Background: an optimization exercise with open tools, aiming at small area, a short achievable clock period and few clock cycles. Do not read the settings as production practice. In this exercise RTL edits were held to simulation tests only and were not proved equivalent to the original.

==> flow/design.v, too long to show whole: its modules and the start of the top module <==
// module brv32p_muldiv: 1434 lines
// module pfx_add: 41 lines
module brv32p_muldiv (
  input  logic        clk,
  input  logic        rst_n,
  input  logic        start,
  input  logic        hold,        
  input  logic [2:0]  op,          
  input  logic [31:0] a,           
  input  logic [31:0] b,           
  output logic [31:0] result,
  output logic        busy,
  output logic        valid        
);
  // ...
==> flow/flow/run.sh <==
#!/bin/bash
# Own flow: the standard layout, except that the synthesis maps the logic
# with an area-oriented ABC script (flow/abc_area.script) in place of ORFS's
# speed script. Everything else, registers included, is the standard synthesis:
# the same synth_recipe.tcl and ORFS synth.tcl, with only the abc call's script
# swapped. Timing is then repaired by the standard placement and CTS steps.
# Port buffers are buf_2 cells instead of ORFS's default pick.
set -euo pipefail
W=$(pwd)
FLOWDIR=$(cd "$(dirname "${BASH_SOURCE[0]}")" && pwd)

# ORFS synth.tcl with the abc script replaced
sed "s#log_cmd abc {\*}\$abc_args#log_cmd abc {*}[lreplace \$abc_args 0 1 -script $FLOWDIR/abc_area.script]#" \
  "$FLOW_HOME/scripts/synth.tcl" > "$W/own_synth_body.tcl"
grep -q "abc_area.script" "$W/own_synth_body.tcl"
sed "s#source \$::env(SCRIPTS_DIR)/synth.tcl#source $W/own_synth_body.tcl#" \
  "$W/synth_recipe.tcl" > "$W/own_synth.tcl"
grep -q "own_synth_body.tcl" "$W/own_synth.tcl"

# standard.sh with the synthesis script swapped, for the synthesis step only
sed "s#SYNTH_SCRIPT=[^ ]*#SYNTH_SCRIPT=$W/own_synth.tcl#" "$W/standard.sh" > "$W/own_standard.sh"
grep -q "own_synth.tcl" "$W/own_standard.sh"
# standard.sh whose port buffers are buf_2 cells (ORFS's default pick is a
# delay cell); every port still gets its buffer
sed "s#CLKGATE_MAP_FILE= #CLKGATE_MAP_FILE= BUFFER_PORTS_ARGS=-buffer_cell\\\\ sky130_fd_sc_hd__buf_2 #" "$W/standard.sh" > "$W/own_finish.sh"
grep -q "BUFFER_PORTS_ARGS" "$W/own_finish.sh"

bash "$W/own_standard.sh" synth > "$W/synth_make.log" 2>&1
bash "$W/own_finish.sh" finish > "$W/finish_make.log" 2>&1
test -f "$W/out/final.def"
==> flow/flow/abc_area.script <==
&get -n
&st
&dch
&nf -D 11000
&put
topo
stime -c
==> flow/standard.sh <==
#!/bin/bash
# synth_recipe.tcl (not shown) runs the flow's synth.tcl, then flattens the netlist and writes it again
# the make line also repeats each setting of config.mk as NAME=value (left out here)
make -C /OpenROAD-flow-scripts/flow DESIGN_CONFIG=/design/flow/config.mk WORK_HOME=/design/flow/orfs CLKGATE_MAP_FILE= SYNTH_SCRIPT=/design/flow/synth_recipe.tcl "${@:-finish}"
==> flow/config.mk <==
export PLATFORM = sky130hd
export DESIGN_NAME = brv32p_muldiv
export DESIGN_NICKNAME = brv32p_muldiv
export VERILOG_FILES = /design/flow/design.v
export SDC_FILE = /design/flow/constraint.sdc
export NUM_CORES = 8
export LEC_CHECK = 0
export CAP_MARGIN = 20
export CORE_MARGIN = 2
export CORE_UTILIZATION = 55
export PLACE_DENSITY = 0.7
export SETUP_SLACK_MARGIN = 2
export SLEW_MARGIN = 20
==> flow/constraint.sdc <==
create_clock -name core_clock -period 16.0 [get_ports {clk}]
set_input_delay 3.2000 -clock core_clock [delete_from_list [all_inputs] [get_ports {clk}]]
set_output_delay 3.2000 -clock core_clock [all_outputs]
set_load 0.01 [all_outputs]
==> notes.md, run 1 <==
# TYPE chip_impl_metric gauge
chip_impl_info{name="run_status",value="no timing/DRC/antenna violations"} 1
chip_impl_metric{name="syn-mean-instance-area",unit="µm²"} 8.97
chip_impl_metric{name="flip_flop_count_of_the_largest_register_after_layout",unit=""} 36
chip_impl_metric{name="grt-ovfl-total",unit=""} 0
chip_impl_metric{name="ys_seq_elements",unit=""} 107
chip_impl_info{name="grt_setup_unrepaired",value="yes"} 1
chip_impl_info{name="largest_cell_class",value="multi-input gates"} 1
chip_impl_metric{name="clk_path_buf_depth",unit=""} 2
chip_impl_info{name="synth_area_leader_cell",value="fa_1"} 1
chip_impl_metric{name="clock_sink_count",unit=""} 107
chip_impl_info{name="hold_path.startpoint",value="quo_r[27]$_SDFFE_PP0P_"} 1
chip_impl_metric{name="synth-simple-area-share",unit="%"} 9.20
chip_impl_metric{name="setup_violations",unit=""} 0
chip_impl_metric{name="synth_top_area_share",unit="%"} 28.5
chip_impl_metric{name="cts_setup_buffers",unit=""} 13
chip_impl_metric{name="worst-endpoint-required",unit="ps"} 12800
chip_impl_metric{name="final.fill_count",unit=""} 6214
chip_impl_info{name="layout_commonest_cell",value="xnor2_1"} 1
chip_impl_metric{name="postLayoutSetupSlackWorst",unit="ps"} 2120
chip_impl_info{name="type_of_destination_of_the_critical_path",value="output pin"} 1
chip_impl_metric{name="r2r.worst_path.cells",unit=""} 51
chip_impl_metric{name="tightest_slew",unit="ps"} 1110
chip_impl_metric{name="cts_inserted_buffers",unit=""} 9
chip_impl_metric{name="timing.critical_path.arrival",unit="ps"} 10680
chip_impl_info{name="main_combinational_cell_family_by_area_after_synthesis",value="adder cells"} 1
chip_impl_info{name="highest_count_cells_in_the_layout_ignoring_fill_and_taps",value="xnor2_1 (597), fa_1 (554), a22oi_1 (524), clkinv_1 (407), nand2_1 (335)"} 1
chip_impl_info{name="hold_path_end",value="quo_r[27]$_SDFFE_PP0P_"} 1
chip_impl_metric{name="global_route.usage.met3",unit="%"} 12.0
chip_impl_metric{name="detailed_route_wirelength_on_metal3",unit="mm"} 20.7
chip_impl_metric{name="drive_gt1_share",unit="%"} 8.24
chip_impl_metric{name="grt_pass1_wl",unit="mm"} 245
chip_impl_info{name="worst_setup_path_start_kind",value="input pin"} 1
chip_impl_info{name="critical-path-top-cell-by-count",value="fa_1"} 1
chip_impl_metric{name="fp-row-count",unit=""} 97
chip_impl_info{name="crit_start",value="b[19]"} 1
chip_impl_metric{name="area.sequential",unit="µm²"} 2910
chip_impl_metric{name="floorplan.initialDensity",unit="%"} 55.7
chip_impl_metric{name="cp_num_buf_inv",unit=""} 4
chip_impl_metric{name="post_layout_nonfiller_instances",unit=""} 5602
chip_impl_metric{name="numPlacedInstances",unit=""} 5542
chip_impl_info{name="cts.root.buffer_cell",value="clkbuf_16"} 1
chip_impl_metric{name="vias",unit=""} 39200
chip_impl_metric{name="timing.critical_path.depth",unit=""} 26
Testbench counts, summed over its fixed seeds: cycles 17,273.
==> run 2, diff against run 1 <==
--- a/flow/design.v
+++ b/flow/design.v
@@ -1414,25 +1414,24 @@
     logic        ng;
     logic [31:0] sel;
     sel = div_rem ? rem_2 : quo_2;
     ng  = div_rem ? neg_r : neg_q;
     div_result = (sel ^ {32{ng}}) + {31'd0, ng};
   end
   logic [31:0] fast_result;
   assign fast_result = op[1] ? a : {32{b_zero}};
-  logic [31:0] mul_result;
-  assign mul_result = (op[1:0] == 2'b00) ? prod[31:0] : prod[63:32];
+  logic sel_lo, sel_hi, sel_dv, sel_fs;
+  assign sel_dv = div_active;
+  assign sel_fs = !div_active && is_div_op;
+  assign sel_lo = !div_active && !is_div_op && (op[1:0] == 2'b00);
+  assign sel_hi = !div_active && !is_div_op && (op[1:0] != 2'b00);
   always_comb begin
-    if (div_active)
-      result = div_result;
-    else if (is_div_op)
-      result = fast_result;
-    else
-      result = mul_result;
+    result = ({32{sel_lo}} & prod[31:0]) | ({32{sel_hi}} & prod[63:32])
+           | ({32{sel_dv}} & div_result) | ({32{sel_fs}} & fast_result);
     valid = start & (div_active ? div_last : (!is_div_op || div_fast));
     busy  = start & (div_active ? !div_last : (is_div_op && !div_fast));
   end
 endmodule
 module pfx_add #(parameter int W = 64) (
   input  logic [W-1:0] a,
   input  logic [W-1:0] b,
   input  logic         cin,
==> run 2 against run 1 <==
  * First-iteration DRC count is 2.7% higher
  * Utilization down 0.58 points
  * Clock-buffer cell count up 1
  * Flip-flop and latch count stayed put
  * Maximum frequency down 0.68%
  * Critical path depth increased by 3
  * Critical path type unchanged
  * Largest cell class unchanged
==> notes.md, run 2 <==
# TYPE chip_impl_metric gauge
chip_impl_metric{name="post_layout_nonfiller_instances",unit=""} 5542
chip_impl_metric{name="initial_antenna_violation_count",unit=""} 8
chip_impl_metric{name="design.die.area",unit="µm²"} 72600
chip_impl_metric{name="fp-row-count",unit=""} 97
chip_impl_metric{name="grt-ovfl-total",unit=""} 0
chip_impl_metric{name="clkTransAtPathRegs",unit="ps"} 80
chip_impl_info{name="critPathSlowestCell",value="ha_2"} 1
chip_impl_metric{name="clk_path_buf_depth",unit=""} 2
chip_impl_info{name="classification_of_the_worst_slack_hold_path",value="reg -> reg"} 1
chip_impl_metric{name="vias",unit=""} 38200
chip_impl_metric{name="worst-endpoint-required",unit="ps"} 12800
chip_impl_metric{name="setup_violations",unit=""} 0
chip_impl_metric{name="final_min_period_over_clock_period",unit="%"} 87.3
chip_impl_info{name="run_status",value="no timing/DRC/antenna violations"} 1
chip_impl_metric{name="cts.htree.levels",unit=""} 3
chip_impl_info{name="cts.root.buffer_cell",value="clkbuf_16"} 1
chip_impl_metric{name="drive_gt1_share",unit="%"} 8.22
chip_impl_metric{name="die_h",unit="µm"} 269
chip_impl_info{name="critical_path_type",value="in -> out"} 1
chip_impl_info{name="layout_commonest_cell",value="xnor2_1"} 1
chip_impl_metric{name="detail_route.vias_per_cell",unit=""} 6.90
chip_impl_metric{name="final-hold-violation-count",unit=""} 0
chip_impl_metric{name="mappedNetlistNets",unit=""} 5204
chip_impl_metric{name="cts_inserted_buffers",unit=""} 9
chip_impl_info{name="regMostFlops",value="dv_r"} 1
chip_impl_info{name="top_post_synthesis_cells_by_count",value="xnor2_1 (574), fa_1 (556), a22oi_1 (536), clkinv_1 (430), nand2_1 (281)"} 1
chip_impl_metric{name="drt_iter0_drc",unit=""} 5241
chip_impl_metric{name="timing.final.crit_period",unit="ps"} 13970
chip_impl_metric{name="net_count_reported_at_finish",unit=""} 5499
chip_impl_info{name="synth_area_leader_cell",value="fa_1"} 1
chip_impl_info{name="worst_setup_path_start_kind",value="input pin"} 1
chip_impl_metric{name="number_of_instances_in_the_synthesized_netlist",unit=""} 4298
chip_impl_info{name="dominantRegCellSynth",value="edfxtp_1"} 1
chip_impl_metric{name="multi_input_area",unit="µm²"} 34600
chip_impl_metric{name="dp_hpwl",unit="mm"} 123
chip_impl_info{name="highest_count_cells_in_the_layout_ignoring_fill_and_taps",value="xnor2_1 (573), fa_1 (556), a22oi_1 (535), clkinv_1 (426), nand2_1 (280)"} 1
chip_impl_metric{name="flip_flop_count_of_the_largest_register_after_layout",unit=""} 36
chip_impl_info{name="layout_top_registers",value="dv_r: 36 flops, rem_r: 32 flops, quo_r: 30 flops"} 1
chip_impl_metric{name="grt_pass1_wl",unit="mm"} 243
chip_impl_metric{name="finalMaxSlewViolations",unit=""} 0
chip_impl_metric{name="die_width",unit="µm"} 269
chip_impl_metric{name="synth_async_sr_flop_share",unit="%"} 0.935
chip_impl_info{name="yosysMostFrequentCell",value="xnor2_1"} 1
chip_impl_metric{name="floorplan.initialDensity",unit="%"} 55.4
chip_impl_metric{name="firstDrtPassIters",unit=""} 7
chip_impl_info{name="type_of_destination_of_the_critical_path",value="output pin"} 1
chip_impl_metric{name="detail_route.wl_per_cell",unit="µm"} 29.5
chip_impl_metric{name="flow.area_growth_from_synthesis",unit="%"} 9.99
chip_impl_metric{name="critPathMaxFanout",unit=""} 26
chip_impl_metric{name="detail_route.drc_violations",unit=""} 0
chip_impl_metric{name="placedInstanceArea",unit="µm²"} 41800
chip_impl_metric{name="final_setup_tns",unit="ps"} 0
chip_impl_metric{name="timing.clock.skew",unit="ps"} 17.2
chip_impl_metric{name="clock_sink_count",unit=""} 107
chip_impl_metric{name="timing.fmax",unit="GHz"} 0.0716
chip_impl_metric{name="syn-mean-instance-area",unit="µm²"} 9.02
chip_impl_metric{name="grt_start_max_net_pins",unit=""} 64
chip_impl_metric{name="clock_latency_on_the_worst_skew_pair",unit="ps"} 390
chip_impl_metric{name="cpPeakStageDelay",unit="ps"} 590
chip_impl_metric{name="final_area",unit="µm²"} 42600
chip_impl_metric{name="ioPinCount",unit=""} 105
chip_impl_metric{name="timing.slew.headroom",unit="%"} 25.9
chip_impl_info{name="cts_tree",value="built"} 1
chip_impl_metric{name="tightest_slew",unit="ps"} 1100
chip_impl_metric{name="proportion_of_synthesized_chip_area_in_sequential_cells",unit="%"} 7.50
chip_impl_metric{name="vias_in_the_first_global_route",unit=""} 38300
chip_impl_metric{name="area.sequential",unit="µm²"} 2910
chip_impl_metric{name="ant_nets",unit=""} 0
chip_impl_metric{name="cap_viol_max_count",unit=""} 0
chip_impl_metric{name="buffers_on_ports",unit=""} 104
chip_impl_metric{name="place_congestion",unit=""} 1.05
chip_impl_metric{name="postCtsHoldBufs",unit=""} 0
chip_impl_metric{name="fp.coreArea",unit="µm²"} 69900
chip_impl_metric{name="finish.utilization",unit="%"} 61.0
chip_impl_metric{name="synth.lib_cells_used.distinct",unit=""} 63
chip_impl_info{name="grt_setup_unrepaired",value="yes"} 1
chip_impl_info{name="critical-path-top-cell-by-count",value="fa_1"} 1
chip_impl_metric{name="final.fill_count",unit=""} 6304
chip_impl_metric{name="totalWireLength",unit="mm"} 164
chip_impl_metric{name="syn_area",unit="µm²"} 38800
chip_impl_metric{name="ys_seq_elements",unit=""} 107
chip_impl_metric{name="synth_edf_count",unit=""} 76
chip_impl_metric{name="timing.critical_path.arrival",unit="ps"} 10770
chip_impl_metric{name="synth_top_area_share",unit="%"} 28.7
chip_impl_info{name="synthTopCellsByArea",value="fa_1 (29%), xnor2_1 (13%), a22oi_1 (10%)"} 1
chip_impl_metric{name="yosys_warnings",unit=""} 10
chip_impl_metric{name="global_route.usage.total",unit="%"} 44.5
chip_impl_metric{name="numPlacedInstances",unit=""} 5496
-- run 2: area by class of cell --
type	instances	share of cell area (%)
multi-input cells	3763	81.3
well taps	940	2.76
flip-flops and latches	107	6.82
clock buffers	10	0.561
inverters	430	3.81
repair buffers	282	4.63
clock inverters	6	0.141
diodes	4	0.0235
-- run 2: cells by family after synthesis --
group	count (synthesis)	share of synthesized area, %
and+or+nand+nor	765	9.09
adders and majority gates	835	37.7
AOI/OAI and AO/OA	1362	23.4
xor gates and xnor gates	778	17.6
other	1	0.00968
muxes	20	0.549
DFF	107	7.50
buffers and inverters	430	4.16
-- run 2: worst paths after layout --
check / start / end / slack (ps) / cells after the start
worst max-delay path: b[20] / result[27] / 2030 / 29
worst min-delay path: quo_r[26]$_SDFFE_PP0P_ / quo_r[26]$_SDFFE_PP0P_ / 480 / 1
worst max register to register: dv_r[6]$_DFFE_PP_ / rem_r[30]$_DFFE_PP_ / 2790 / 48
worst min register to register: quo_r[26]$_SDFFE_PP0P_ / quo_r[26]$_SDFFE_PP0P_ / 480 / 1
max in group asynchronous: rst_n / div_active$_DFFE_PN0P_ / 13350 / 1
min in group asynchronous: rst_n / div_active$_DFFE_PN0P_ / 2560 / 1
-- run 2: what timing repair did --
action	in CTS	in global routing
gates cloned	1	1
setup buffers	5	19
resized for setup	22	53
pin swaps	0	2
endpoints found under the setup margin	58	58
-- run 2: metal layers --
layer	vias up	GRT usage, %	share of wire [%]
li1	16100	-	-
met5	-	0	0.015
met1	18600	54.1	35
met4	4	33.0	9.3
met3	762	12.4	13
met2	2841	67.6	43
-- run 2: metrics by stage --
| step | hold slack (ps) | setup WS, ps |
|---|---|---|
| finish | 480 | 2030 |
| global route | 502 | 1890 |
| CTS | 479 | 1990 |
| detailed placement | 459 | 1050 |
| global placement | 457 | 1090 |
| floorplan | 442 | 2170 |
-- run 2: worst max-delay path: cells and delay by family --
| family | cells | cell delay (ps) |
|---|---|---|
| adder cells (fa/ha/maj) | 8 | 3770 |
| AO/OA/AOI/OAI | 10 | 2040 |
| buffers and inverters | 6 | 1130 |
| AND/OR/NAND/NOR | 4 | 380 |
| XOR/XNOR | 1 | 170 |
Testbench counts of run 2, summed over its fixed seeds: cycles 17,273.
==> run 3, diff against run 2 <==
--- a/flow/flow/run.sh
+++ b/flow/flow/run.sh
@@ -5,3 +5,4 @@
 # the same synth_recipe.tcl and ORFS synth.tcl, with only the abc call's script
-# swapped. Timing is then repaired by the standard placement and CTS steps.
+# swapped and synth's fine stage run without its generic abc pass. Timing is
+# then repaired by the standard placement and CTS steps.
 # Port buffers are buf_2 cells instead of ORFS's default pick.
@@ -15,2 +16,6 @@
 grep -q "abc_area.script" "$W/own_synth_body.tcl"
+# no generic abc pass inside synth's fine stage: extract_fa then finds the
+# design's adders in their own polarity, without inverters between them
+sed -i "s#synth -top \$::env(DESIGN_NAME) -run fine: {\*}\$synth_full_args#synth -top \$::env(DESIGN_NAME) -run fine: -noabc {*}\$synth_full_args#" "$W/own_synth_body.tcl"
+grep -q "run fine: -noabc" "$W/own_synth_body.tcl"
 sed "s#source \$::env(SCRIPTS_DIR)/synth.tcl#source $W/own_synth_body.tcl#" \
==> flow/flow/abc_area.script (replaced) <==
&get -n
&st
&dch
&nf
&st
&dch
&nf
&put
topo
stime -c
==> run 3 against run 2 <==
  * Clock skew shrank 1.9 ps
  * Synthesized cell count shrank 5.5%
  * Die area shrank 1.4%
  * Non-clock buffer count grew 18
  * Utilization grew 1.1 points
  * Register-to-register slack gained 110 ps
  * Critical endpoint is now result[8]
  * Sequential share of layout area is essentially flat
  * Still clean on timing, DRC and antenna
  * Area after synthesis shrank 1.5%
==> notes.md, run 3 <==
# TYPE chip_impl_metric gauge
chip_impl_metric{name="syn-mean-instance-area",unit="µm²"} 9.40
chip_impl_metric{name="totalWireLength",unit="mm"} 158
chip_impl_metric{name="postCtsHoldBufs",unit=""} 0
chip_impl_metric{name="mappedNetlistNets",unit=""} 4978
chip_impl_metric{name="numPlacedInstances",unit=""} 5236
chip_impl_info{name="run_status",value="no timing/DRC/antenna violations"} 1
chip_impl_info{name="cts_tree",value="built"} 1
chip_impl_metric{name="grt_start_max_net_pins",unit=""} 67
chip_impl_info{name="timing.rr.start",value="dv_r[6]$_DFFE_PP_"} 1
chip_impl_info{name="classification_of_the_worst_slack_hold_path",value="reg -> reg"} 1
chip_impl_metric{name="final.fill_count",unit=""} 6004
chip_impl_metric{name="ant_nets",unit=""} 0
chip_impl_metric{name="r2r.worst_path.cells",unit=""} 56
chip_impl_info{name="hold_path.startpoint",value="quo_r[29]$_SDFFE_PP0P_"} 1
chip_impl_metric{name="timing.hold.worst_path_depth",unit=""} 2
chip_impl_metric{name="detailed_route_wirelength_on_metal3",unit="mm"} 21.3
chip_impl_info{name="cts.root.buffer_cell",value="clkbuf_16"} 1
chip_impl_metric{name="cpPeakStageDelay",unit="ps"} 570
chip_impl_metric{name="floorplan.initialDensity",unit="%"} 55.6
chip_impl_info{name="layout_commonest_cell",value="xnor2_1"} 1
chip_impl_metric{name="synth_top_area_share",unit="%"} 29.5
chip_impl_metric{name="clock_latency_on_the_worst_skew_pair",unit="ps"} 380
chip_impl_metric{name="die_width",unit="µm"} 268
chip_impl_metric{name="place_congestion",unit=""} 1.04
chip_impl_metric{name="timing.critical_path.arrival",unit="ps"} 10860
chip_impl_info{name="critical_path_type",value="in -> out"} 1
chip_impl_metric{name="critPathMaxFanout",unit=""} 19
chip_impl_metric{name="net_count_reported_at_finish",unit=""} 5291
chip_impl_metric{name="finalMaxSlewViolations",unit=""} 0
chip_impl_info{name="worstPathCellList",value="buf_2 -> nor2b_4 -> buf_4 -> xnor2_1 -> fa_1 -> fa_1 -> fa_1 -> fa_1 -> fa_1 -> fa_1 -> ha_1 -> nand2_1 -> nor3_1 -> o21a_1 -> or3_1 -> a21oi_1 -> clkinv_1 -> fa_1 -> xnor2_4 -> o22ai_1 -> a21oi_1 -> o21ai_0 -> buf_2"} 1
chip_impl_metric{name="detail_route.drc_violations",unit=""} 0
chip_impl_metric{name="vias",unit=""} 37400
chip_impl_metric{name="placedInstanceArea",unit="µm²"} 41200
chip_impl_metric{name="drive_gt1_share",unit="%"} 9.93
chip_impl_metric{name="firstDrtPassIters",unit=""} 9
chip_impl_metric{name="clk_path_buf_depth",unit=""} 2
chip_impl_metric{name="die_h",unit="µm"} 268
chip_impl_info{name="crit_start",value="b[11]"} 1
chip_impl_metric{name="cts_inserted_buffers",unit=""} 9
chip_impl_metric{name="detail_route.wl_per_cell",unit="µm"} 29.7
chip_impl_metric{name="dp_hpwl",unit="mm"} 116
chip_impl_metric{name="buffers_on_ports",unit=""} 104
chip_impl_metric{name="worst-endpoint-required",unit="ps"} 12800
chip_impl_info{name="regMostFlops",value="dv_r"} 1
chip_impl_metric{name="timing.clock.skew",unit="ps"} 15.3
chip_impl_metric{name="postLayoutSetupSlackWorst",unit="ps"} 1940
chip_impl_metric{name="ioPinCount",unit=""} 105
chip_impl_metric{name="flow.area_growth_from_synthesis",unit="%"} 11.7
chip_impl_info{name="top_post_synthesis_cells_by_count",value="xnor2_1 (623), fa_1 (563), a22oi_1 (496), nand2_1 (339), ha_1 (283)"} 1
chip_impl_metric{name="cts.htree.levels",unit=""} 3
chip_impl_info{name="layout_top_registers",value="dv_r: 36 flops, rem_r: 32 flops, quo_r: 30 flops"} 1
chip_impl_metric{name="final-hold-violation-count",unit=""} 0
chip_impl_metric{name="clock_sink_count",unit=""} 107
chip_impl_info{name="dominantRegCellSynth",value="edfxtp_1"} 1
chip_impl_info{name="synth_area_leader_cell",value="fa_1"} 1
chip_impl_info{name="routed.top_layer",value="met5"} 1
chip_impl_metric{name="synth_async_sr_flop_share",unit="%"} 0.935
chip_impl_metric{name="final_area",unit="µm²"} 42700
chip_impl_metric{name="vias_in_the_first_global_route",unit=""} 37100
chip_impl_metric{name="finish.utilization",unit="%"} 62.1
chip_impl_metric{name="timing.fmax",unit="GHz"} 0.0711
chip_impl_metric{name="global_route.usage.total",unit="%"} 43.5
chip_impl_metric{name="timing.slew.headroom",unit="%"} 21.3
chip_impl_metric{name="fp.coreArea",unit="µm²"} 68700
chip_impl_info{name="critPathSlowestCell",value="fa_1"} 1
chip_impl_metric{name="timing.final.crit_period",unit="ps"} 14060
chip_impl_metric{name="design.die.area",unit="µm²"} 71600
chip_impl_metric{name="grt-ovfl-total",unit=""} 0
chip_impl_metric{name="placement.setup.worst_slack",unit="ps"} 1420
chip_impl_metric{name="drt_iter0_drc",unit=""} 4824
chip_impl_info{name="critical-path-top-cell-by-count",value="fa_1"} 1
chip_impl_metric{name="final_min_period_over_clock_period",unit="%"} 87.9
chip_impl_metric{name="syn_area",unit="µm²"} 38200
chip_impl_metric{name="final_setup_tns",unit="ps"} 0
chip_impl_metric{name="cap_viol_max_count",unit=""} 0
chip_impl_metric{name="number_of_instances_in_the_synthesized_netlist",unit=""} 4061
chip_impl_metric{name="post_layout_nonfiller_instances",unit=""} 5315
chip_impl_metric{name="synth.lib_cells_used.distinct",unit=""} 63
chip_impl_metric{name="tightest_slew",unit="ps"} 1180
chip_impl_metric{name="flip_flop_count_of_the_largest_register_after_layout",unit=""} 36
chip_impl_info{name="grt_setup_unrepaired",value="yes"} 1
chip_impl_info{name="yosysMostFrequentCell",value="xnor2_1"} 1
chip_impl_metric{name="synth_edf_count",unit=""} 76
chip_impl_metric{name="yosys_warnings",unit=""} 10
chip_impl_metric{name="detail_route.vias_per_cell",unit=""} 7.04
chip_impl_info{name="type_of_destination_of_the_critical_path",value="output pin"} 1
chip_impl_metric{name="met2_wirelength",unit="mm"} 68.1
chip_impl_metric{name="met1_length",unit="mm"} 57.6
chip_impl_info{name="synthTopCellsByArea",value="fa_1 (30%), xnor2_1 (14%), a22oi_1 (9.8%)"} 1
chip_impl_info{name="worst_setup_path_start_kind",value="input pin"} 1
chip_impl_metric{name="grt_pass1_wl",unit="mm"} 233
chip_impl_metric{name="ys_seq_elements",unit=""} 107
chip_impl_metric{name="clkTransAtPathRegs",unit="ps"} 80
chip_impl_metric{name="fp-row-count",unit=""} 96
chip_impl_metric{name="proportion_of_synthesized_chip_area_in_sequential_cells",unit="%"} 7.61
chip_impl_metric{name="initial_antenna_violation_count",unit=""} 7
chip_impl_metric{name="setup_violations",unit=""} 0
chip_impl_info{name="highest_count_cells_in_the_layout_ignoring_fill_and_taps",value="xnor2_1 (612), fa_1 (561), a22oi_1 (495), nand2_1 (338), ha_1 (269)"} 1
## run 3: changes by cell type after synthesis, moves of 40 or more
cell	previous run	this run
mux2_1	10	67
clkinv_1	430	165
xnor2_1	574	623
a22oi_1	536	496
nand2_1	281	339
xor2_1	204	132
o211ai_1	64	11
## run 3: cells by family after synthesis
group	share of synthesized area, %
flops	7.61
simple gates	9.99
fa+ha+maj	38.8
xor+xnor	17.3
buf+inv	1.62
mux	3.08
compound gates	21.6
## run 3: final timing paths
kind | slack [ps] | endpoint
hold / removal | 460 | quo_r[29]$_SDFFE_PP0P_
max in group asynchronous | 13350 | div_active$_DFFE_PN0P_
min in group asynchronous | 2570 | div_active$_DFFE_PN0P_
setup / recovery | 1940 | result[8]
hold reg to reg | 460 | quo_r[29]$_SDFFE_PP0P_
setup reg to reg | 2900 | rem_r[30]$_DFFE_PP_
## run 3: stage by stage
| stage | hold slack, ps |
|---|---|
| detailed placement | 446 |
| finish | 464 |
| global route | 488 |
| floorplan | 431 |
| CTS | 458 |
| global placement | 440 |
## run 3: critical path, delay by kind of cell
| family | cells | cell delay (ps) |
|---|---|---|
| adder cells (fa/ha/maj) | 8 | 3790 |
| AND/OR/NAND/NOR | 4 | 1250 |
| buffers and inverters | 4 | 1130 |
| AO/OA/AOI/OAI | 5 | 950 |
| XOR/XNOR | 2 | 500 |
## run 3: cell type report
| cell class | instances | area [µm²] | share of cell area (%) |
|---|---|---|---|
| Multi-Input combinational cell | 3791 | 35400 | 82.9 |
| Antenna cell | 5 | 12.5 | 0.0293 |
| Timing Repair Buffer | 300 | 2220 | 5.21 |
| Tap cell | 931 | 1160 | 2.73 |
| Sequential cell | 107 | 2910 | 6.81 |
| Inverter | 165 | 637 | 1.49 |
| Clock buffer | 9 | 225 | 0.528 |
| Clock inverter | 7 | 113 | 0.264 |
## run 3: repair_timing
action	CTS	global route
setup buffers	12	42
gates cloned	2	2
setup endpoints to repair	35	62
pin swaps	4	12
gates resized for setup	40	103
## run 3: metal layers
layer | vias to the layer above | GRT usage (%)
li1 | 15500 | -
met1 | 18300 | 56.0
met2 | 2913 | 65.5
met3 | 715 | 12.1
met4 | 6 | 25.8
met5 | - | 0
==> run 4, diff against run 3 <==
==> flow/flow/abc_area.script (replaced) <==
&get -n
&st
&dch
&nf -D 11000
&put
topo
stime -c
--- a/flow/config.mk
+++ b/flow/config.mk
@@ -10,2 +10,3 @@
 export CORE_UTILIZATION = 55
+export GPL_TIMING_DRIVEN = 0
 export PLACE_DENSITY = 0.7
==> run 4 against run 3 <==
  * Maximum frequency hardly changed
  * Routed wire length is 0.12% higher
  * Area after synthesis is 0.54% higher
  * Global-route usage is 0.21 points lower
  * Highest routed layer unchanged
  * Flip-flop and latch count stayed put
==> notes.md, run 4 <==
# TYPE chip_impl_metric gauge
chip_impl_metric{name="floorplan.initialDensity",unit="%"} 55.8
chip_impl_info{name="cts_tree",value="built"} 1
chip_impl_metric{name="global_route.usage.total",unit="%"} 43.3
chip_impl_metric{name="timing.final.crit_period",unit="ps"} 14050
chip_impl_metric{name="synth_top_area_share",unit="%"} 29.4
chip_impl_metric{name="cts.htree.levels",unit=""} 3
chip_impl_metric{name="timing.critical_path.arrival",unit="ps"} 10850
chip_impl_metric{name="critPathMaxFanout",unit=""} 13
chip_impl_info{name="classification_of_the_worst_slack_hold_path",value="reg -> reg"} 1
chip_impl_metric{name="synth_edf_count",unit=""} 76
chip_impl_metric{name="net_count_reported_at_finish",unit=""} 5328
chip_impl_metric{name="final-hold-violation-count",unit=""} 0
chip_impl_metric{name="totalWireLength",unit="mm"} 158
chip_impl_metric{name="number_of_instances_in_the_synthesized_netlist",unit=""} 4147
chip_impl_metric{name="timing.clock.skew",unit="ps"} 11.1
chip_impl_metric{name="firstDrtPassIters",unit=""} 10
chip_impl_metric{name="vias_in_the_first_global_route",unit=""} 38000
chip_impl_metric{name="flow.area_growth_from_synthesis",unit="%"} 14.3
chip_impl_metric{name="yosys_warnings",unit=""} 10
chip_impl_info{name="critPathTopFamily",value="adder cells"} 1
chip_impl_metric{name="buffers_on_ports",unit=""} 104
chip_impl_metric{name="ant_nets",unit=""} 0
chip_impl_info{name="run_status",value="no timing/DRC/antenna violations"} 1
chip_impl_metric{name="r2r.worst_path.cells",unit=""} 52
chip_impl_metric{name="postCtsHoldBufs",unit=""} 0
chip_impl_metric{name="final_setup_tns",unit="ps"} 0
chip_impl_metric{name="finalMaxSlewViolations",unit=""} 0
chip_impl_metric{name="worst-endpoint-required",unit="ps"} 12800
chip_impl_info{name="timing.rr.start",value="dv_r[12]$_DFFE_PP_"} 1
chip_impl_metric{name="drt_iter0_drc",unit=""} 6168
chip_impl_metric{name="vias",unit=""} 38700
chip_impl_metric{name="flop_to_flop_setup_slack",unit="ps"} 2630
chip_impl_info{name="hold_path_end",value="quo_r[29]$_SDFFE_PP0P_"} 1
chip_impl_info{name="layout_commonest_cell",value="xnor2_1"} 1
chip_impl_metric{name="die_h",unit="µm"} 268
chip_impl_info{name="hold_path.startpoint",value="quo_r[29]$_SDFFE_PP0P_"} 1
chip_impl_metric{name="syn_area",unit="µm²"} 38400
chip_impl_metric{name="grt-ovfl-total",unit=""} 0
chip_impl_metric{name="synth_async_sr_flop_share",unit="%"} 0.935
chip_impl_info{name="cts.root.buffer_cell",value="clkbuf_16"} 1
chip_impl_metric{name="numPlacedInstances",unit=""} 5259
chip_impl_metric{name="syn-mean-instance-area",unit="µm²"} 9.26
chip_impl_metric{name="tightest_slew",unit="ps"} 1270
chip_impl_info{name="grt_setup_unrepaired",value="yes"} 1
chip_impl_metric{name="timing.slew.headroom",unit="%"} 15.3
chip_impl_metric{name="final_min_period_over_clock_period",unit="%"} 87.8
chip_impl_info{name="worst_setup_path_start_kind",value="input pin"} 1
chip_impl_metric{name="setup_violations",unit=""} 0
chip_impl_metric{name="die_width",unit="µm"} 268
chip_impl_metric{name="flip_flop_count_of_the_largest_register_after_layout",unit=""} 36
chip_impl_metric{name="proportion_of_synthesized_chip_area_in_sequential_cells",unit="%"} 7.57
chip_impl_metric{name="clock_latency_on_the_worst_skew_pair",unit="ps"} 390
chip_impl_info{name="top_post_synthesis_cells_by_count",value="xnor2_1 (718), fa_1 (563), a22oi_1 (511), nand2_1 (323), ha_1 (283)"} 1
chip_impl_info{name="highest_count_cells_in_the_layout_ignoring_fill_and_taps",value="xnor2_1 (707), fa_1 (561), a22oi_1 (510), nand2_1 (318), ha_1 (265)"} 1
chip_impl_metric{name="dp_hpwl",unit="mm"} 110
chip_impl_info{name="crit_start",value="b[4]"} 1
chip_impl_metric{name="fp-row-count",unit=""} 96
chip_impl_metric{name="cap_viol_max_count",unit=""} 0
chip_impl_metric{name="grt_start_max_net_pins",unit=""} 105
chip_impl_metric{name="clkTransAtPathRegs",unit="ps"} 80
chip_impl_info{name="layout_top_registers",value="dv_r: 36 flops, rem_r: 32 flops, quo_r: 30 flops"} 1
chip_impl_metric{name="cpPeakStageDelay",unit="ps"} 580
chip_impl_metric{name="design.die.area",unit="µm²"} 71900
chip_impl_info{name="critical_path_type",value="in -> out"} 1
chip_impl_metric{name="cts_inserted_buffers",unit=""} 9
chip_impl_metric{name="ys_seq_elements",unit=""} 107
chip_impl_info{name="yosysMostFrequentCell",value="xnor2_1"} 1
chip_impl_metric{name="timing.hold.worst_path_depth",unit=""} 2
chip_impl_metric{name="detail_route.vias_per_cell",unit=""} 7.24
chip_impl_metric{name="cp_num_buf_inv",unit=""} 4
chip_impl_metric{name="detail_route.drc_violations",unit=""} 0
chip_impl_metric{name="mappedNetlistNets",unit=""} 5064
chip_impl_info{name="synth_area_leader_cell",value="fa_1"} 1
chip_impl_metric{name="ioPinCount",unit=""} 105
chip_impl_metric{name="timing.fmax",unit="GHz"} 0.0712
chip_impl_info{name="endpoint_of_the_worst_register_to_register_path",value="rem_r[20]$_DFFE_PP_"} 1
chip_impl_metric{name="grt_pass1_wl",unit="mm"} 234
chip_impl_metric{name="drive_gt1_share",unit="%"} 8.85
chip_impl_info{name="synthTopCellsByArea",value="fa_1 (29%), xnor2_1 (16%), a22oi_1 (10%)"} 1
chip_impl_metric{name="initial_antenna_violation_count",unit=""} 6
chip_impl_metric{name="clk_path_buf_depth",unit=""} 2
chip_impl_metric{name="place_congestion",unit=""} 0.956
chip_impl_metric{name="clock_sink_count",unit=""} 107
chip_impl_metric{name="hold_ws",unit="ps"} 455
chip_impl_info{name="type_of_destination_of_the_critical_path",value="output pin"} 1
chip_impl_metric{name="post_layout_nonfiller_instances",unit=""} 5353
chip_impl_metric{name="fp.coreArea",unit="µm²"} 68800
chip_impl_info{name="critPathSlowestCell",value="fa_1"} 1
chip_impl_metric{name="detail_route.wl_per_cell",unit="µm"} 29.5
chip_impl_info{name="dominantRegCellSynth",value="edfxtp_1"} 1
chip_impl_metric{name="synth.lib_cells_used.distinct",unit=""} 57
chip_impl_info{name="regMostFlops",value="dv_r"} 1
-- run 4: cell types whose count changed in the layout (fill, tap and decap cells not counted), sizes merged, moves of 21 or more --
cell,before,now
a21oi,249,274
a222oi,28,4
buf,290,238
mux2,67,18
mux2i,42,18
nand3,66,44
nand4,23,46
nor3,21,42
o211ai,11,62
o22ai,45,76
xnor2,623,718
xor2,132,85
-- run 4: cell type report --
type	count	area (µm²)
diodes	6	15.0
inverters	175	717
flip-flops and latches	107	2910
clock buffers	9	225
repair buffers	247	3020
well taps	931	1160
fillers	5741	24900
multi-input cells	3871	35700
clock inverters	7	106
-- run 4: how the worst max path moves through the flow --
stage,cells past startpoint,slack (ps),end
after floorplan,21,2020,result[23]
after global placement,48,-3320,rem_r[20]$_DFFE_PP_
after detailed placement,52,310,rem_r[20]$_DFFE_PP_
after CTS,51,1970,rem_r[20]$_DFFE_PP_
after global routing,29,1820,result[18]
final,31,1950,result[18]
-- run 4: repair_timing --
action	CTS	global route
cloned	6	2
pin swaps	11	28
setup buffers	23	40
endpoints found under the setup margin	61	56
resized for setup	61	68
-- run 4: routing by layer --
metal / vias up / track usage, % / routed length, µm
met5: - / 0 / 535
met4: 14 / 20.7 / 9280
met3: 764 / 16.6 / 24900
met2: 3424 / 62.4 / 65700
met1: 18800 / 57.1 / 57500
li1: 15800 / - / -
-- run 4: cell families after synthesis --
family	count (synthesis)	share of synthesized area, %
AOI/OAI and AO/OA	1319	22.6
xor gates and xnor gates	803	18.3
adders and majority gates	846	38.6
buffers and inverters	175	1.71
DFF	107	7.57
muxes	36	0.997
and+or+nand+nor	861	10.3
-- run 4: stage by stage --
stage / util [%] / setup slack (ps) / cell area [µm²]
2_1_floorplan: - / 2020 / 38400
3_3_place_gp: 58.3 / -3320 / 40100
3_5_place_dp: 61.3 / 307 / 42200
4_1_cts: 62.7 / 1970 / 43100
5_1_grt: 63.7 / 1820 / 43900
6_report: 63.8 / 1950 / 43900
-- run 4: worst register-to-register path: cells and delay by family, from the launching register on --
family | cells | cell delay [ps]
mux | 1 | 390
flops | 1 | 630
simple gates | 10 | 1530
compound gates | 30 | 7510
fa+ha+maj | 4 | 1700
buf+inv | 7 | 1360
==> run 5, diff against run 4 <==
--- a/flow/config.mk
+++ b/flow/config.mk
@@ -10,3 +10,3 @@
 export CORE_UTILIZATION = 55
-export GPL_TIMING_DRIVEN = 0
+export GPL_ROUTABILITY_DRIVEN = 0
 export PLACE_DENSITY = 0.7
==> run 5 against run 4 <==
  * Flip-flop and latch count is the same
  * Clock skew grew 6.5 ps
  * Still clean on timing, DRC and antenna
  * Non-clock buffer count grew 28
==> notes.md, run 5 <==
# TYPE chip_impl_metric gauge
chip_impl_metric{name="fp-row-count",unit=""} 96
chip_impl_info{name="global_route.peak_usage_layer",value="met2"} 1
chip_impl_metric{name="clkTransAtPathRegs",unit="ps"} 80
chip_impl_metric{name="worst-endpoint-required",unit="ps"} 12800
chip_impl_info{name="timing.rr.start",value="dv_r[2]$_DFFE_PP_"} 1
chip_impl_info{name="cts.root.buffer_cell",value="clkbuf_16"} 1
chip_impl_metric{name="setup_violations",unit=""} 0
chip_impl_metric{name="synth_top_area_share",unit="%"} 29.4
chip_impl_metric{name="grt_start_max_net_pins",unit=""} 82
chip_impl_metric{name="met1_usage_in_global_routing",unit="%"} 57.0
chip_impl_metric{name="synth_async_sr_flop_share",unit="%"} 0.935
chip_impl_metric{name="timing.clock.skew",unit="ps"} 17.6
chip_impl_metric{name="synth_edf_count",unit=""} 76
chip_impl_metric{name="final_min_period_over_clock_period",unit="%"} 87.0
chip_impl_metric{name="r2r.worst_path.cells",unit=""} 56
chip_impl_info{name="critical-path-top-cell-by-count",value="fa_1"} 1
chip_impl_metric{name="clk_path_buf_depth",unit=""} 2
chip_impl_info{name="critPathSlowestCell",value="nor2b_4"} 1
chip_impl_metric{name="finalMaxSlewViolations",unit=""} 0
chip_impl_info{name="type_of_destination_of_the_critical_path",value="output pin"} 1
chip_impl_metric{name="initial_antenna_violation_count",unit=""} 4
chip_impl_info{name="run_status",value="no timing/DRC/antenna violations"} 1
chip_impl_metric{name="die_width",unit="µm"} 268
chip_impl_metric{name="floorplan.initialDensity",unit="%"} 55.8
chip_impl_info{name="hold_path.startpoint",value="quo_r[28]$_SDFFE_PP0P_"} 1
chip_impl_info{name="cts_tree",value="built"} 1
chip_impl_metric{name="dp_hpwl",unit="mm"} 112
chip_impl_metric{name="placedInstanceArea",unit="µm²"} 41300
chip_impl_info{name="regMostFlops",value="dv_r"} 1
chip_impl_metric{name="global_route.usage.total",unit="%"} 41.4
chip_impl_metric{name="final-hold-violation-count",unit=""} 0
chip_impl_info{name="worst_setup_path_start_kind",value="input pin"} 1
chip_impl_metric{name="vias",unit=""} 37600
chip_impl_metric{name="detail_route.wl_per_cell",unit="µm"} 27.9
chip_impl_metric{name="timing.fmax",unit="GHz"} 0.0719
chip_impl_metric{name="ioPinCount",unit=""} 105
chip_impl_info{name="endpoint_of_the_worst_register_to_register_path",value="rem_r[20]$_DFFE_PP_"} 1
chip_impl_info{name="critPathTopFamily",value="adder cells"} 1
chip_impl_metric{name="final_setup_tns",unit="ps"} 0
chip_impl_metric{name="yosys_warnings",unit=""} 10
chip_impl_info{name="dominantRegCellSynth",value="edfxtp_1"} 1
chip_impl_metric{name="multi_input_area",unit="µm²"} 35300
chip_impl_info{name="layout_top_registers",value="dv_r: 36 flops, rem_r: 32 flops, quo_r: 30 flops"} 1
chip_impl_metric{name="timing.final.crit_period",unit="ps"} 13910
chip_impl_metric{name="final_area",unit="µm²"} 42300
chip_impl_metric{name="ant_nets",unit=""} 0
chip_impl_metric{name="cts_inserted_buffers",unit=""} 9
chip_impl_metric{name="die_h",unit="µm"} 268
chip_impl_metric{name="clock_latency_on_the_worst_skew_pair",unit="ps"} 400
chip_impl_metric{name="clock_sink_count",unit=""} 107
chip_impl_metric{name="detail_route.vias_per_cell",unit=""} 7.00
chip_impl_info{name="top_post_synthesis_cells_by_count",value="xnor2_1 (718), fa_1 (563), a22oi_1 (511), nand2_1 (323), ha_1 (283)"} 1
chip_impl_metric{name="ys_seq_elements",unit=""} 107
chip_impl_metric{name="grt_pass1_wl",unit="mm"} 224
chip_impl_metric{name="area.sequential",unit="µm²"} 2910
chip_impl_metric{name="drive_gt1_share",unit="%"} 8.29
chip_impl_metric{name="postLayoutSetupSlackWorst",unit="ps"} 2090
chip_impl_metric{name="syn_area",unit="µm²"} 38400
chip_impl_metric{name="final.fill_count",unit=""} 6072
chip_impl_metric{name="grtUsageMet2",unit="%"} 59.1
chip_impl_metric{name="fp.coreArea",unit="µm²"} 68800
chip_impl_info{name="grt_setup_unrepaired",value="yes"} 1
chip_impl_metric{name="placement.setup.worst_slack",unit="ps"} 1380
chip_impl_metric{name="firstDrtPassIters",unit=""} 8
chip_impl_metric{name="cp_num_buf_inv",unit=""} 4
chip_impl_metric{name="vias_in_the_first_global_route",unit=""} 36100
chip_impl_info{name="worstPathCellList",value="buf_2 -> ha_2 -> nor2b_4 -> buf_4 -> xnor2_1 -> fa_1 -> fa_1 -> fa_1 -> fa_1 -> fa_1 -> ha_1 -> a21oi_1 -> o21a_1 -> o221a_1 -> o31ai_2 -> a21o_1 -> a21oi_4 -> clkinv_1 -> fa_1 -> a222oi_1 -> o21ai_0 -> buf_2"} 1
chip_impl_metric{name="detail_route.drc_violations",unit=""} 0
chip_impl_metric{name="net_count_reported_at_finish",unit=""} 5352
chip_impl_metric{name="design.die.area",unit="µm²"} 71900
chip_impl_info{name="synth_area_leader_cell",value="fa_1"} 1
chip_impl_metric{name="number_of_instances_in_the_synthesized_netlist",unit=""} 4147
chip_impl_metric{name="flow.area_growth_from_synthesis",unit="%"} 10.2
chip_impl_info{name="highest_count_cells_in_the_layout_ignoring_fill_and_taps",value="xnor2_1 (716), fa_1 (563), a22oi_1 (510), nand2_1 (322), ha_1 (273)"} 1
chip_impl_metric{name="buffers_on_ports",unit=""} 104
chip_impl_info{name="layout_commonest_cell",value="xnor2_1"} 1
chip_impl_metric{name="drt_iter0_drc",unit=""} 5880
chip_impl_metric{name="cts.htree.levels",unit=""} 3
chip_impl_metric{name="critPathMaxFanout",unit=""} 18
chip_impl_metric{name="syn-mean-instance-area",unit="µm²"} 9.26
chip_impl_metric{name="cap_viol_max_count",unit=""} 0
chip_impl_metric{name="timing.slew.headroom",unit="%"} 20.2
chip_impl_info{name="yosysMostFrequentCell",value="xnor2_1"} 1
chip_impl_metric{name="totalWireLength",unit="mm"} 150
chip_impl_info{name="critical_path_type",value="in -> out"} 1
chip_impl_info{name="hold_path_end",value="quo_r[28]$_SDFFE_PP0P_"} 1
chip_impl_metric{name="tightest_slew",unit="ps"} 1190
chip_impl_metric{name="cpPeakStageDelay",unit="ps"} 780
chip_impl_metric{name="timing.critical_path.depth",unit=""} 22
chip_impl_metric{name="global_route.usage.met3",unit="%"} 13.3
chip_impl_metric{name="grt-ovfl-total",unit=""} 0
chip_impl_metric{name="flip_flop_count_of_the_largest_register_after_layout",unit=""} 36
chip_impl_metric{name="mappedNetlistNets",unit=""} 5064
chip_impl_info{name="classification_of_the_worst_slack_hold_path",value="reg -> reg"} 1
chip_impl_metric{name="proportion_of_synthesized_chip_area_in_sequential_cells",unit="%"} 7.57
chip_impl_metric{name="timing.hold.worst_path_depth",unit=""} 2
chip_impl_info{name="synthTopCellsByArea",value="fa_1 (29%), xnor2_1 (16%), a22oi_1 (10%)"} 1
chip_impl_metric{name="synth.lib_cells_used.distinct",unit=""} 57
chip_impl_metric{name="flop_to_flop_setup_slack",unit="ps"} 2770
chip_impl_metric{name="timing.critical_path.arrival",unit="ps"} 10710
## run 5: cell counts after synthesis
No cell type changed its count.
## run 5: logic make-up (layout without fill, tap and decap cells)
kind of cell    count (synthesis)  in the layout  synth area share [%]
xor+xnor                      803            803                  18.3
fa+ha+maj                     846            846                  38.6
flops                         107            107                  7.57
simple gates                  861            863                  10.3
buf+inv                       175            466                  1.71
mux                            36             36                 0.997
compound gates               1319           1319                  22.6
other cells                     0              1                     0
## run 5: how the worst max path moves through the flow
stage | start | end | slack (ps)
floorplan | b[16] | result[23] | 2020
global placement | b[3] | result[26] | 1400
detailed placement | b[3] | result[26] | 1380
CTS | b[3] | result[26] | 1940
global route | b[4] | result[29] | 1920
finish | b[17] | result[7] | 2090
## run 5: final cells by class
cell class                      count  share of cell area (%)
Antenna cell                        1                 0.00592
Clock buffer                        9                   0.532
Clock inverter                      7                   0.139
Inverter                          175                    1.62
Multi-Input combinational cell   3867                    83.4
Sequential cell                   107                    6.87
Tap cell                          931                    2.75
Timing Repair Buffer              275                    4.63
## run 5: metrics by stage
stage / util, % / hold WS (ps) / instances
after floorplan: - / 432 / 4147
after global placement: 60.0 / 441 / 5322
after detailed placement: 60.0 / 447 / 5322
after CTS: 60.8 / 461 / 5350
after global routing: 61.5 / 490 / 5371
final: 61.5 / 458 / 5372
## run 5: routing by layer
| layer | share of wire [%] | vias to the layer above | wire, µm |
|---|---|---|---|
| li1 | - | 15800 | - |
| met3 | 15 | 549 | 22600 |
| met1 | 38 | 18200 | 57500 |
| met5 | 0.041 | - | 61 |
| met2 | 41 | 2996 | 61600 |
| met4 | 5.5 | 10 | 8240 |
## run 5: repair_timing
| action | in CTS | in global routing |
|---|---|---|
| setup endpoints to repair | 54 | 56 |
| hold buffers | 0 | 0 |
| cloned | 2 | 0 |
| buffers inserted | 10 | 20 |
| gates resized for setup | 23 | 73 |
| pin swaps | 2 | 5 |
## run 5: tightest hold or removal path, cell delays in order, from the launching register on
cell	delay (ps)
dfxtp_1	320
nand2_1	50
a21oi_1	50
==> run 6, diff against run 5 <==
==> flow/flow/abc_area.script (replaced) <==
&get -n
&st
&dch
&nf -R 1000
&put
topo
stime -c
--- a/flow/config.mk
+++ b/flow/config.mk
@@ -10,3 +10,2 @@
 export CORE_UTILIZATION = 55
-export GPL_ROUTABILITY_DRIVEN = 0
 export PLACE_DENSITY = 0.7
==> run 6 against run 5 <==
  * Synthesized cell count down 1.4%
  * Area after synthesis is 1.6% lower
  * Clock-buffer cell count is 1 higher
  * Worst hold slack worse by 6.0 ps
  * Die area is 1.6% lower
  * Flip-flop and latch count is the same
  * Final cell count down 0.69%
==> notes.md, run 6 <==
# TYPE chip_impl_metric gauge
chip_impl_metric{name="ys_seq_elements",unit=""} 107
chip_impl_info{name="endpoint_of_the_worst_register_to_register_path",value="rem_r[14]$_DFFE_PP_"} 1
chip_impl_metric{name="synth_edf_count",unit=""} 76
chip_impl_metric{name="final-hold-violation-count",unit=""} 0
chip_impl_metric{name="critPathMaxFanout",unit=""} 11
chip_impl_metric{name="initial_antenna_violation_count",unit=""} 8
chip_impl_metric{name="grt_pass1_wl",unit="mm"} 232
chip_impl_metric{name="cts.htree.levels",unit=""} 3
chip_impl_metric{name="postLayoutSetupSlackWorst",unit="ps"} 2090
chip_impl_metric{name="final_setup_tns",unit="ps"} 0
chip_impl_info{name="hold_path.startpoint",value="quo_r[27]$_SDFFE_PP0P_"} 1
chip_impl_info{name="top_post_synthesis_cells_by_count",value="xnor2_1 (712), fa_1 (563), a22oi_1 (518), nand2_1 (328), a21oi_1 (296)"} 1
chip_impl_metric{name="yosys_warnings",unit=""} 10
chip_impl_metric{name="ioPinCount",unit=""} 105
chip_impl_metric{name="finish.utilization",unit="%"} 62.3
chip_impl_metric{name="clkTransAtPathRegs",unit="ps"} 80
chip_impl_metric{name="detail_route.vias_per_cell",unit=""} 7.00
chip_impl_metric{name="mappedNetlistNets",unit=""} 5006
chip_impl_metric{name="grt-ovfl-total",unit=""} 0
chip_impl_metric{name="grt_start_max_net_pins",unit=""} 75
chip_impl_metric{name="vias_in_the_first_global_route",unit=""} 37000
chip_impl_metric{name="timing.final.crit_period",unit="ps"} 13910
chip_impl_info{name="worst_setup_path_start_kind",value="input pin"} 1
chip_impl_metric{name="placement.setup.worst_slack",unit="ps"} 940
chip_impl_metric{name="fp.coreArea",unit="µm²"} 68300
chip_impl_info{name="dominantRegCellSynth",value="edfxtp_1"} 1
chip_impl_info{name="regMostFlops",value="dv_r"} 1
chip_impl_metric{name="die_width",unit="µm"} 266
chip_impl_metric{name="synth_async_sr_flop_share",unit="%"} 0.935
chip_impl_metric{name="clock_sink_count",unit=""} 107
chip_impl_info{name="synthTopCellsByArea",value="fa_1 (30%), xnor2_1 (17%), a22oi_1 (10%)"} 1
chip_impl_info{name="synth_area_leader_cell",value="fa_1"} 1
chip_impl_info{name="critical_path_type",value="in -> out"} 1
chip_impl_metric{name="place_congestion",unit=""} 1.03
chip_impl_metric{name="flow.area_growth_from_synthesis",unit="%"} 12.7
chip_impl_metric{name="global_route.usage.total",unit="%"} 44.0
chip_impl_info{name="grt_setup_unrepaired",value="no"} 1
chip_impl_metric{name="detail_route.wl_per_cell",unit="µm"} 29.9
chip_impl_metric{name="finalMaxSlewViolations",unit=""} 0
chip_impl_metric{name="buffers_on_ports",unit=""} 104
chip_impl_info{name="layout_top_registers",value="dv_r: 36 flops, rem_r: 32 flops, quo_r: 30 flops"} 1
chip_impl_metric{name="r2r.worst_path.cells",unit=""} 80
chip_impl_metric{name="timing.slew.headroom",unit="%"} 20.9
chip_impl_metric{name="floorplan.initialDensity",unit="%"} 55.3
chip_impl_info{name="type_of_destination_of_the_critical_path",value="output pin"} 1
chip_impl_metric{name="worst-endpoint-required",unit="ps"} 12800
chip_impl_metric{name="timing.clock.skew",unit="ps"} 9.49
chip_impl_metric{name="dp_hpwl",unit="mm"} 116
chip_impl_info{name="layout_commonest_cell",value="xnor2_1"} 1
chip_impl_metric{name="totalWireLength",unit="mm"} 159
chip_impl_metric{name="timing.fmax",unit="GHz"} 0.0719
chip_impl_metric{name="synth.lib_cells_used.distinct",unit=""} 54
chip_impl_metric{name="detail_route.drc_violations",unit=""} 0
chip_impl_info{name="hold_path_end",value="quo_r[27]$_SDFFE_PP0P_"} 1
chip_impl_metric{name="flip_flop_count_of_the_largest_register_after_layout",unit=""} 36
chip_impl_metric{name="timing.critical_path.arrival",unit="ps"} 10710
chip_impl_metric{name="timing.hold.worst_path_depth",unit=""} 2
chip_impl_info{name="run_status",value="no timing/DRC/antenna violations"} 1
chip_impl_metric{name="clk_path_buf_depth",unit=""} 2
chip_impl_metric{name="postCtsHoldBufs",unit=""} 0
chip_impl_info{name="cts.root.buffer_cell",value="clkbuf_16"} 1
chip_impl_metric{name="drt_iter0_drc",unit=""} 5343
chip_impl_info{name="cts_tree",value="built"} 1
chip_impl_metric{name="cap_viol_max_count",unit=""} 0
chip_impl_metric{name="net_count_reported_at_finish",unit=""} 5360
chip_impl_metric{name="proportion_of_synthesized_chip_area_in_sequential_cells",unit="%"} 7.70
chip_impl_info{name="yosysMostFrequentCell",value="xnor2_1"} 1
chip_impl_metric{name="vias",unit=""} 37400
## run 6: cell types whose count changed in the layout (fill, tap and decap cells not counted), moves of 9 or more
cell and delta:
a21o_1 -12, a21oi_1 +17, a22o_1 +16, a31oi_1 -28, buf_4 +54, mux2_1 -16, mux2i_1 +18, nand2_2 +9
nand3_1 +16, nand4_1 -16, nor2_1 +26, o211ai_1 -45, o21a_1 -22, o22ai_1 -15
## run 6: per-layer routing
layer | GRT usage [%] | wire length, µm
met1 | 54.5 | 56500
met2 | 67.9 | 69700
met3 | 12.4 | 20900
met4 | 27.5 | 12400
met5 | 0.554 | 52
## run 6: cells by family after synthesis
logic type      Yosys count  share of synthesized area, %
simple gates            887                          10.6
buf+inv                 182                          1.81
compound gates         1228                          21.1
xor+xnor                800                          18.5
fa+ha+maj               846                          39.2
mux                      39                          1.04
flops                   107                          7.70
## run 6: per-stage QoR
step,hold slack [ps],std cells,cell area [µm²]
detailed placement,445,5233,40800
finish,452,5335,42600
floorplan,432,4089,37900
CTS,456,5280,41700
global placement,441,5233,40800
global route,477,5332,42600
## run 6: worst max path at each step
stage / slack (ps) / start / cells after the start / to
floorplan: 2010 / dv_r[4]$_DFFE_PP_ / 80 / rem_r[10]$_DFFE_PP_
global placement: 1260 / b[1] / 24 / result[15]
detailed placement: 940 / dv_r[4]$_DFFE_PP_ / 80 / rem_r[1]$_DFFE_PP_
CTS: 2000 / dv_r[2]$_DFFE_PP_ / 81 / rem_r[2]$_DFFE_PP_
global route: 1880 / rem_r[2]$_DFFE_PP_ / 82 / rem_r[24]$_DFFE_PP_
finish: 2090 / b[12] / 26 / result[10]
## run 6: what timing repair did
item | 4_1_cts | 5_1_grt
endpoints found under the setup margin | 58 | 58
pin swaps | 9 | 24
buffers inserted | 28 | 44
resized for setup | 52 | 91
cloned | 3 | 5
## run 6: worst max-delay path, cell delays in order
cell and delay [ps]:
buf_2 170, nand2b_1 200, o21ai_4 180, buf_12 170
buf_4 220, buf_4 180, a22oi_1 90, xnor2_1 230
fa_1 490, fa_1 500, fa_1 510, fa_1 420
fa_1 560, fa_1 470, ha_1 350, a21oi_1 200
o21ai_0 110, a21o_1 210, a21o_2 270, a21o_1 210
fa_1 430, xor2_1 400, a22o_1 210, a21oi_1 40
o21ai_0 370, buf_2 280
## run 6: area by class of cell
class	count	area (µm²)
sequential	107	2910
multi-input combinational	3806	35000
fill	5961	25800
tap	882	1100
timing repair buffer	337	2530
inverter	182	707
clock inverter	6	87.6
clock buffer	10	229
antenna	5	12.5

what the ideal ports hide:
No port has a modelled driver above. Below, the same layouts with a new extraction and two added sets of constraints. Step 1 (the two cells are an assumption about what drives the block):
set clk [get_ports {clk}]
set_driving_cell -lib_cell sky130_fd_sc_hd__clkbuf_16 $clk
set_driving_cell -lib_cell sky130_fd_sc_hd__buf_2 [delete_from_list [all_inputs] $clk]
Step 2 also shifts input and output timing later by t, the mid clock arrival at the registers, as if the neighbouring blocks saw the same clock. Slacks: no drivers / after step 1 / after step 2; pairs: no drivers / after step 1.
run | t, ns | slack for setup (ns) | worst setup path after step 2 | cell pins on the clock port's net
run 1 | 0.433 | 2.125 / 2.074 / 2.074 | input to output | 1
run 2 | 0.434 | 2.030 / 1.984 / 1.984 | input to output | 1
run 3 | 0.411 | 1.938 / 1.859 / 1.859 | input to output | 1
run 4 | 0.429 | 1.950 / 1.867 / 1.867 | input to output | 1
run 5 | 0.434 | 2.087 / 2.063 / 2.063 | input to output | 1
run 6 | 0.430 | 2.088 / 2.039 / 2.039 | input to output | 1
After both steps setup and hold are still met in every run listed. The setup slack of run 4, which loses most, moves by -0.083 ns with the drivers and by -0.083 ns with both steps.
